What follows belongs to an exercise in optimizing a design on an open flow for small area, a short achievable clock period and few clock cycles per item; a production flow would make more cautious choices. Only simulation tests tie the RTL to the original design; equivalence was not proved. Power and IR drop assume default switching activity.

==> flow/design.v, too long to show whole: its modules and the start of the top module <==
// module cnn_kernel: 1237 lines
// module cnn_fa: 4 lines
// module cnn_topCore: 180 lines
// module cnn_obit: 8 lines
module cnn_topCore (
    clk             ,
    reset_n         ,
    i_soft_reset    ,
    i_in_valid      ,
    i_in_kind       ,
    i_in_data       ,
    o_in_ready      ,
    o_ot_valid      ,
    o_ot_data       ,
    i_ot_ready
    );
  // ...
==> flow/flow/run.sh <==
#!/bin/bash
set -o pipefail
cp standard.sh standard_sh.txt
export SETUP_SLACK_MARGIN=${MARGIN:-6.7}
bash standard.sh > standard.log 2>&1
==> flow/standard.sh <==
#!/bin/bash
# synth_recipe.tcl (not shown) runs the flow's synth.tcl, then flattens the netlist and writes it again
# the make line also repeats each setting of config.mk as NAME=value (left out here)
make -C /OpenROAD-flow-scripts/flow DESIGN_CONFIG=/design/flow/config.mk WORK_HOME=/design/flow/orfs CLKGATE_MAP_FILE= SYNTH_SCRIPT=/design/flow/synth_recipe.tcl "${@:-finish}"
==> flow/config.mk <==
export PLATFORM = sky130hd
export DESIGN_NAME = cnn_topCore
export DESIGN_NICKNAME = cnn_topCore
export VERILOG_FILES = /design/flow/design.v
export SDC_FILE = /design/flow/constraint.sdc
export NUM_CORES = 4
export LEC_CHECK = 0
export CAP_MARGIN = 20
export CORE_MARGIN = 2
export CORE_UTILIZATION = 40
export SLEW_MARGIN = 20
export SYNTH_HIERARCHICAL = 1
export SYNTH_MINIMUM_KEEP_SIZE = 0
==> flow/constraint.sdc <==
create_clock -name core_clock -period 10.0 [get_ports {clk}]
set_input_delay 2.0000 -clock core_clock [delete_from_list [all_inputs] [get_ports {clk}]]
set_output_delay 2.0000 -clock core_clock [all_outputs]
set_load 0.01 [all_outputs]
==> reports/qor.yml, run 1 <==
floorplanning:
  io_pins: 72
  chipHeight_um: 595
layout:
  fin_cells: 17678
  largestClassByArea: "multi-input gates"
  multi_input_area_mm2: 0.0857
  n_antenna_cell: 91
  clk_share_pct: 5.40
cts:
  cts_tree: "built"
  clock_path_buffers: 4
flow_run:
  drv_cap: 0
pwr:
  peakVddDrop_mv: 0.223
  switching_share_pct: 36.0
global_route:
  grt_overflow_total: 0
yosys:
  synthAdderAreaFrac_pct: 24.9
  synth_edf_count: 608
critical_path:
  end_kind: "flop"
  critPathMaxStageDelay_ps: 560
  start_kind: "flop"
  cpMostUsedCell: "fa_1"
detailed_routing:
  dr_wl_met3_mm: 73.3
  routed_wl_mm: 551
sta:
  rsz0062_at_grt: "true"
  fin_crit_sh_pct: 35.9
outcome:
  status: "finished clean"
placed_design:
  placedCellCount: 16327
hold_path:
  hold_depth: 2
  hp-class: "flop to flop"
Testbench counts, summed over its fixed seeds: cycles 3,416, images 128.
==> inputs of run 2 (changes only) <==
==> flow/flow/run.sh (replaced) <==
#!/bin/bash
set -o pipefail
cp standard.sh standard_sh.txt
export SETUP_SLACK_MARGIN=${MARGIN:-6.4}
bash standard.sh > standard.log 2>&1
==> reports/qor.yml, run 2 <==
critical_path:
  regToRegStartpoint: "u11.dig[39]$_DFF_P_"  # was u10.flip$_DFF_P_
  r2r_end: "u11.r1_1[9]$_DFF_P_"  # was u10.o_a0[20]$_DFF_P_
  end_kind: "flop"  # unchanged
  ff2ff_setup_slack_ps: 6360  # was 6410 ps
  crit_required_ps: 10790  # was 10,760 ps
  cp_top_family: "adder cells"  # unchanged
  crit_buf_inv: 1  # was 3
  path_cells: "buf_8 > a22oi_1 > xnor2_1 > fa_1 > fa_1 > fa_1 > fa_1 > fa_1"  # was buf_12 > buf_16 > a22o_4 > fa_1 > fa_1 > inv_1 > fa_2 > nor2b_1 > o21a_1 > o21ai_2 > a21o_1 > a21boi_2 > o311a_1 > nor3_2
  crit_fanout: 36  # was 5
  crit_slowest_cell: "fa_1"  # unchanged
  rr_worst_depth: 8  # was 14
  path_class: "flop to flop"  # unchanged
  critPathMaxStageDelay_ps: 550  # was 560 ps
  start_kind: "flop"  # unchanged
  cp.arrival_ps: 4440  # was 4340 ps
  cpMostUsedCell: "fa_1"  # unchanged
sta:
  timing.final.ws_setup_ps: 6360  # was 6410 ps
  rsz0062_at_grt: "true"  # unchanged
  fin_worst_skew_ps: 63.2  # was 92.3 ps
  worstMarginPinSlew_ps: 1280  # was 1300 ps
  setup_tns_ps: 0  # unchanged
  fin_crit_sh_pct: 36.4  # was 35.9%
  hold_violations: 0  # unchanged
  finalMaxSlewViolations: 0  # unchanged
  slew_headroom_pct: 14.0  # was 13.1%
  layout_min_cycle_time_ps: 3640  # was 3590 ps
  fmax_ghz: 0.274  # was 0.279 GHz
  setup_viol: 0  # unchanged
yosys:
  synthTopCellsByArea: "dfxtp_1 (26%), fa_1 (20%), edfxtp_1 (13%), xnor2_1 (9.1%), a22oi_1 (6.1%)"  # unchanged
  syn_avg_cell_area_um2: 11.3  # unchanged
  netlist_top_cells_count: "dfxtp_1 (1,800), nand2_1 (1,523), xnor2_1 (1,450)"  # unchanged
  synth_edf_count: 608  # unchanged
  ys_ff_latch: 2440  # unchanged
  synth_flop_cell: "dfxtp_1"  # unchanged
  netlist_area_mm2: 0.140  # unchanged
  synth-seq-area-share_pct: 39.5  # unchanged
  yosysWarnings: 15  # unchanged
  synth_top_cell_area_share_pct: 25.8  # unchanged
  netlist_instances: 12314  # unchanged
  synthArstFlopShare_pct: 1.31  # unchanged
  yosysTopAreaCell: "dfxtp_1"  # unchanged
  synth_most_common_cell: "dfxtp_1"  # unchanged
  synth.distinct_cells: 80  # unchanged
detailed_routing:
  drt_iter0_markers: 11103  # was 13,590
  post_drt_wl_per_cell_um: 27.4  # was 31.2 µm
  routed_wl_mm: 466  # was 551 mm
  antenna_left: 0  # unchanged
  drc: 0  # unchanged
  first_pass_iters: 7  # unchanged
  viasPerCell: 5.68  # was 5.90
  dr_total_vias: 96710  # was 104,353
floorplanning:
  io_pins: 72  # unchanged
  die_x_um: 595  # unchanged
  core-area_mm2: 0.347  # unchanged
  die_area_mm2: 0.354  # unchanged
  rows: 216  # unchanged
  chipHeight_um: 595  # unchanged
  initial_core_util_pct: 40.2  # unchanged
placed_design:
  dp_slack_ps: 5390  # was 5630 ps
  port_buffers: 71  # unchanged
  hpwl_mm: 309  # was 341 mm
  gp_congestion: 0.928  # was 0.962
  place_area_mm2: 0.145  # about the same
pwr:
  p_per_area_mw_per_mm2: 233  # was 232 mW/mm²
  combPwrFrac_pct: 37.4  # was 42.1%
  power.switching_w: 0.0129  # was 0.0144 W
  peakVddDrop_mv: 0.176  # was 0.223 mV
  seqPwrFrac_pct: 33.7  # was 31.5%
  switching_share_pct: 35.1  # was 36.0%
  p_clk_share_pct: 28.8  # was 26.3%
  intPower_w: 0.0239  # was 0.0256 W
  power.leakage_nw: 63.6  # was 68.6 nW
layout:
  final_common_cell: "dfxtp_1"  # unchanged
  largest_reg_flops: 420  # unchanged
  utilization_pct: 45.7  # was 49.6%
  fillers: 31557  # was 30,021
  fin_area_mm2: 0.159  # was 0.172 mm²
  final_cell_mix: "dfxtp_1 (1,678), nand2_1 (1,521), xnor2_1 (1,450), fa_1 (1,369), a22oi_1 (1,132)"  # was dfxtp_1 (1,547), nand2_1 (1,519), xnor2_1 (1,361), fa_1 (1,137), a22oi_1 (944)
  drive_gt1_share_pct: 9.90  # was 21.9%
  area_delta_synth_final_pct: 13.6  # was 23.4%
  final-seq-area_mm2: 0.0554  # was 0.0558 mm²
  multi_input_area_mm2: 0.0808  # was 0.0857 mm²
  layout.nets: 14164  # was 14,772
  top_register: "ring"  # unchanged
  top_regs: "ring x420, wr0 x288, wr1 x288"  # unchanged
global_route:
  grt_max_degree: 185  # was 176
  first_global_vias: 93861  # was 100,854
  grtUsageTotal_pct: 25.1  # was 29.9%
  grt_overflow_total: 0  # unchanged
  grt_first_pass_wirelength_mm: 654  # was 758 mm
  antenna_found_initial: 44  # was 107
cts:
  cts.sinks: 2440  # unchanged
  htree_num_levels: 5  # unchanged
  clockRootBuffer: "clkbuf_16"  # unchanged
  clock_path_buffers: 4  # unchanged
  postCtsHoldBufs: 0  # unchanged
  cts_tree: "built"  # unchanged
  cts_buffers: 275  # was 279
  clkSlewWorstSetupHoldPaths_ps: 60  # about the same
  clk_latency_ps: 950  # about the same
hold_path:
  hold_end: "wr0[3][25]$_DFFE_PP_"  # was ring[0][18]$_DFF_P_
  hp-class: "flop to flop"  # unchanged
  hp-start: "wr0[4][25]$_DFFE_PP_"  # was ring[1][18]$_DFF_P_
  hold_depth: 0  # was 2
flow_run:
  drv_cap: 0  # unchanged
outcome:
  status: "finished clean"  # unchanged
==> run 2: cell counts after synthesis <==
Identical to the previous run, type by type.
==> run 2: logic make-up after synthesis <==
family                     after synthesis  synth area share (%)
and+or+nand+nor                       2280                  7.07
DFF                                   2440                  39.5
muxes                                  122                 0.933
other                                    8                0.0215
adders and majority gates             1944                  24.9
buffers and inverters                 1220                  3.37
xor gates and xnor gates              1717                  10.8
AOI/OAI and AO/OA                     2583                  13.5
==> run 2: cell type report <==
type	instances	share of cell area, %
clock buffer	361	4.89
antenna	46	0.0726
timing repair buffer	463	3.69
tap	4578	3.61
inverter	295	0.705
sequential	2440	35.0
clock inverter	133	1.07
multi-input combinational	8707	51.0
==> run 2: worst max-delay path by stage <==
stage          slack, ps                   end                start  depth (start not counted)
2_1_floorplan       4470   wr0[0][0]$_DFFE_PP_   l_cnt[0]$_DFF_PN0_                          6
3_3_place_gp        5390     kcnt[4]$_DFF_PN1_         i_soft_reset                          8
3_5_place_dp        5390     kcnt[4]$_DFF_PN1_         i_soft_reset                          8
4_1_cts             6300  u00.o_a2[20]$_DFF_P_     u00.flip$_DFF_P_                         15
5_1_grt             6310  u11.o_a3[17]$_DFF_P_     u11.hold$_DFF_P_                         12
6_report            6360   u11.r1_1[9]$_DFF_P_  u11.dig[39]$_DFF_P_                          8
==> run 2: worst register-to-register path, stage by stage (launching register included) <==
cell and delay (ps):
dfxtp_1 350, buf_8 340, a22oi_1 200, xnor2_1 270
fa_1 500, fa_1 500, fa_1 410, fa_1 550
fa_1 410
==> run 2: metrics by stage <==
stage               hold WS, ps  instances  power [W]
floorplan                   353      12366     0.0222
global placement            400      16327     0.0252
detailed placement          405      16327     0.0253
CTS                         390      16856     0.0362
global route                389      17000     0.0390
finish                      395      17023     0.0369
==> run 2: repair_timing <==
action | 4_1_cts | 5_1_grt
gates resized for setup | 277 | 458
gates cloned | 11 | 31
setup endpoints to repair | 324 | 165
setup buffers | 24 | 90
pin swaps | 11 | 93
==> run 2: power groups by stage <==
stage / clock network (W) / registers (W) / logic (W)
after detailed placement: 0 / 0.0126 / 0.0127
after CTS: 0.0108 / 0.0124 / 0.0130
final: 0.0106 / 0.0124 / 0.0138
after global routing: 0.0112 / 0.0125 / 0.0153
after global placement: 0 / 0.0127 / 0.0125
after floorplan: 0 / 0.0121 / 0.0101
==> run 2: Yosys stat by module (local to each module, per instance) <==
module / cells inside / copies in the design
cnn_fa: 1 / 1356
cnn_kernel: 1950 / 4
cnn_obit: 1 / 11
cnn_topCore: 3147 / 1
==> run 2: routing by layer <==
metal	routed length [µm]	vias to the layer above	GRT usage (%)
li1	-	42065	-
met1	190000	48271	33.9
met2	197000	5233	36.7
met3	55300	1119	8.36
met4	23200	22	10.3
met5	146	-	0
==> inputs of run 3 (changes only) <==
==> flow/flow/run.sh (replaced) <==
#!/bin/bash
set -o pipefail
cp standard.sh standard_sh.txt
export SETUP_SLACK_MARGIN=${MARGIN:-6.3}
bash standard.sh > standard.log 2>&1
==> reports/qor.yml, run 3 <==
critical_path:
  cp.arrival_ps: 4440  # about the same
  start_kind: "flop"  # unchanged
  critPathMaxStageDelay_ps: 1020  # was 550 ps
  path_cells: "a22oi_1 > xnor2_1 > fa_1 > fa_1 > fa_1 > fa_1"  # was buf_8 > a22oi_1 > xnor2_1 > fa_1 > fa_1 > fa_1 > fa_1 > fa_1
  crit_required_ps: 10760  # was 10,790 ps
  cpMostUsedCell: "fa_1"  # unchanged
  end_kind: "flop"  # unchanged
  crit_slowest_cell: "dfxtp_1"  # was fa_1
  path_class: "flop to flop"  # unchanged
  ff2ff_setup_slack_ps: 6320  # was 6360 ps
  crit_fanout: 16  # was 36
detailed_routing:
  post_drt_wl_per_cell_um: 26.9  # was 27.4 µm
  antenna_left: 0  # unchanged
  dr_total_vias: 95988  # was 96,710
  routed_wl_mm: 455  # was 466 mm
  viasPerCell: 5.67  # was 5.68
  drt_iter0_markers: 10244  # was 11,103
  first_pass_iters: 7  # unchanged
  drc: 0  # unchanged
global_route:
  grt_overflow_total: 0  # unchanged
  grt_max_degree: 201  # was 185
  first_global_vias: 93516  # was 93,861
  antenna_found_initial: 42  # was 44
  grtUsageTotal_pct: 25.0  # was 25.1%
  grt_first_pass_wirelength_mm: 654  # about the same
floorplanning:
  die_area_mm2: 0.354  # unchanged
  die_x_um: 595  # unchanged
  rows: 216  # unchanged
  chipHeight_um: 595  # unchanged
  initial_core_util_pct: 40.2  # unchanged
  io_pins: 72  # unchanged
  core-area_mm2: 0.347  # unchanged
pwr:
  power.leakage_nw: 62.5  # was 63.6 nW
  peakVddDrop_mv: 0.194  # was 0.176 mV
  p_per_area_mw_per_mm2: 232  # was 233 mW/mm²
sta:
  hold_violations: 0  # unchanged
  fin_hold_ws_ps: 397  # was 395 ps
  worstMarginPinSlew_ps: 1250  # was 1280 ps
  slew_headroom_pct: 16.8  # was 14.0%
  layout_min_cycle_time_ps: 3680  # was 3640 ps
  fin_crit_sh_pct: 36.8  # was 36.4%
  fmax_ghz: 0.272  # was 0.274 GHz
  timing.final.ws_setup_ps: 6320  # was 6360 ps
  setup_viol: 0  # unchanged
  fin_worst_skew_ps: 83.5  # was 63.2 ps
  rsz0062_at_grt: "true"  # unchanged
  finalMaxSlewViolations: 0  # unchanged
  setup_tns_ps: 0  # unchanged
layout:
  largest_reg_flops: 420  # unchanged
  drive_gt1_share_pct: 8.11  # was 9.90%
  fin_cells: 16918  # was 17,023
  final_cell_mix: "dfxtp_1 (1,715), nand2_1 (1,521), xnor2_1 (1,449), fa_1 (1,378), a22oi_1 (1,136)"  # was dfxtp_1 (1,678), nand2_1 (1,521), xnor2_1 (1,450), fa_1 (1,369), a22oi_1 (1,132)
  area_delta_synth_final_pct: 11.4  # was 13.6%
  top_register: "ring"  # unchanged
  final_common_cell: "dfxtp_1"  # unchanged
  top_regs: "ring x420, wr0 x288, wr1 x288"  # unchanged
  utilization_pct: 44.8  # was 45.7%
  layout.nets: 14060  # was 14,164
  fillers: 31867  # was 31,557
yosys:
  synth_top_cell_area_share_pct: 25.8  # unchanged
  ys_ff_latch: 2440  # unchanged
  synthTopCellsByArea: "dfxtp_1 (26%), fa_1 (20%), edfxtp_1 (13%), xnor2_1 (9.1%), a22oi_1 (6.1%)"  # unchanged
  synth.distinct_cells: 80  # unchanged
  synthArstFlopShare_pct: 1.31  # unchanged
  synth_flop_cell: "dfxtp_1"  # unchanged
  synth_most_common_cell: "dfxtp_1"  # unchanged
  syn_avg_cell_area_um2: 11.3  # unchanged
  synth_edf_count: 608  # unchanged
  netlist_top_cells_count: "dfxtp_1 (1,800), nand2_1 (1,523), xnor2_1 (1,450)"  # unchanged
  netlist_area_mm2: 0.140  # unchanged
  yosysWarnings: 15  # unchanged
  synth-seq-area-share_pct: 39.5  # unchanged
  yosysTopAreaCell: "dfxtp_1"  # unchanged
  netlist_instances: 12314  # unchanged
cts:
  htree_num_levels: 5  # unchanged
  clkSlewWorstSetupHoldPaths_ps: 60  # about the same
  postCtsHoldBufs: 0  # unchanged
  cts_tree: "built"  # unchanged
  clock_path_buffers: 4  # unchanged
  clockRootBuffer: "clkbuf_16"  # unchanged
  cts.sinks: 2440  # unchanged
  cts_buffers: 277  # was 275
  clk_latency_ps: 950  # about the same
placed_design:
  placedCellCount: 16332  # was 16,327
  dp_slack_ps: 5330  # was 5390 ps
  hpwl_mm: 311  # was 309 mm
  port_buffers: 71  # unchanged
  gp_congestion: 0.928  # about the same
flow_run:
  drv_cap: 0  # unchanged
hold_path:
  hp-class: "flop to flop"  # unchanged
outcome:
  status: "finished clean"  # unchanged
[run 3: cells by family (layout without fill, tap and decap cells)]
| group | Yosys count | after routing | share of synthesized area [%] |
|---|---|---|---|
| compound gates | 2583 | 2583 | 13.5 |
| xor+xnor | 1717 | 1717 | 10.8 |
| buf+inv | 1220 | 1154 | 3.37 |
| flops | 2440 | 2440 | 39.5 |
| mux | 122 | 122 | 0.933 |
| fa+ha+maj | 1944 | 1944 | 24.9 |
| simple gates | 2280 | 2281 | 7.07 |
| other cells | 8 | 99 | 0.0215 |
[run 3: path summary, 6_finish.rpt]
path                                         to  cells after the start                  from
min in group asynchronous    l_cnt[0]$_DFF_PN0_                      1               reset_n
setup reg to reg            u11.r0_1[9]$_DFF_P_                      6       w11[18]$_DFF_P_
hold reg to reg            ring[11][10]$_DFF_P_                      2  ring[12][10]$_DFF_P_
max in group asynchronous       win_v$_DFF_PN0_                      1               reset_n
hold / removal             ring[11][10]$_DFF_P_                      2  ring[12][10]$_DFF_P_
setup / recovery            u11.r0_1[9]$_DFF_P_                      6       w11[18]$_DFF_P_
[run 3: worst max-delay path: cells and delay by family, from the launching register on]
family | cells | cell delay (ps)
compound gates | 1 | 190
xor+xnor | 1 | 210
fa+ha+maj | 4 | 2080
flops | 1 | 1020
[run 3: modules after synthesis, one instance, submodules excluded]
module	cells inside	copies in the design	cell area (µm²)	flip-flops and latches
cnn_topCore	3147	1	40500	1241
cnn_kernel	1950	4	17900	297
cnn_obit	1	11	30.0	1
cnn_fa	1	1356	20.0	0
[run 3: repair_timing]
action                     4_1_cts  5_1_grt
pin swaps                        3       20
gates cloned                     5        9
setup endpoints to repair      416      184
buffers inserted                 8       23
gates resized for setup        146      198
[run 3: through the flow]
stage | area, µm² | total power [W]
2_1_floorplan | 140000 | 0.0222
3_3_place_gp | 145000 | 0.0252
3_5_place_dp | 145000 | 0.0253
6_report | 155000 | 0.0360
5_1_grt | 155000 | 0.0382
4_1_cts | 154000 | 0.0357
[run 3: final cells by class]
class                           count  area [µm²]  share of cell area (%)
Antenna cell                       39        97.6                  0.0628
Clock buffer                      378        7790                    5.01
Clock inverter                    124        1280                   0.821
Inverter                          295        1120                   0.719
Multi-Input combinational cell   8707       80400                    51.8
Sequential cell                  2440       55300                    35.6
Tap cell                         4578        5730                    3.69
Timing Repair Buffer              357        3700                    2.38
[run 3: per-layer routing]
metal  share of wire [%]  track usage [%]
met3                  11             8.15
met5               0.018                0
met1                  42             33.9
met4                 4.7             10.7
met2                  42             36.3
[run 3: where the power goes]
group          internal, W  switching (W)  leakage [nW]  total [W]
logic              0.00601        0.00735          37.3     0.0134
clock network      0.00590        0.00432          4.41     0.0102
registers           0.0114        0.00109          20.8     0.0125

-- afterwards: timing with drivers on the ports --
No port has a modelled driver above. Below, the same layouts with a new extraction and two added sets of constraints.
Step 1 sets driving cells, clkbuf_16 on the clock port and buf_2 on the other inputs (assumed; they add their load-dependent delay and slew).
Step 2, shift: input delay + t, output delay - t, t = (earliest + latest rising clock arrival at the registers) / 2. This alone moves slack from input paths to output paths.
a / b / c = ideal ports / drivers / drivers and shift; a / b = the first two.
run | shift t [ns] | setup WS [ns] | worst register clock-pin slew, ns
run 1 | 1.024 | 6.415 / 6.371 / 5.859 | 0.07 / 0.07
run 2 | 1.018 | 6.356 / 6.354 / 5.729 | 0.07 / 0.07
run 3 | 1.008 | 6.320 / 6.255 / 5.687 | 0.07 / 0.07
After both steps every run listed still meets setup and hold. For run 3, which loses most, drivers alone change the setup slack by -0.065 ns; drivers and shift together by -0.633 ns.
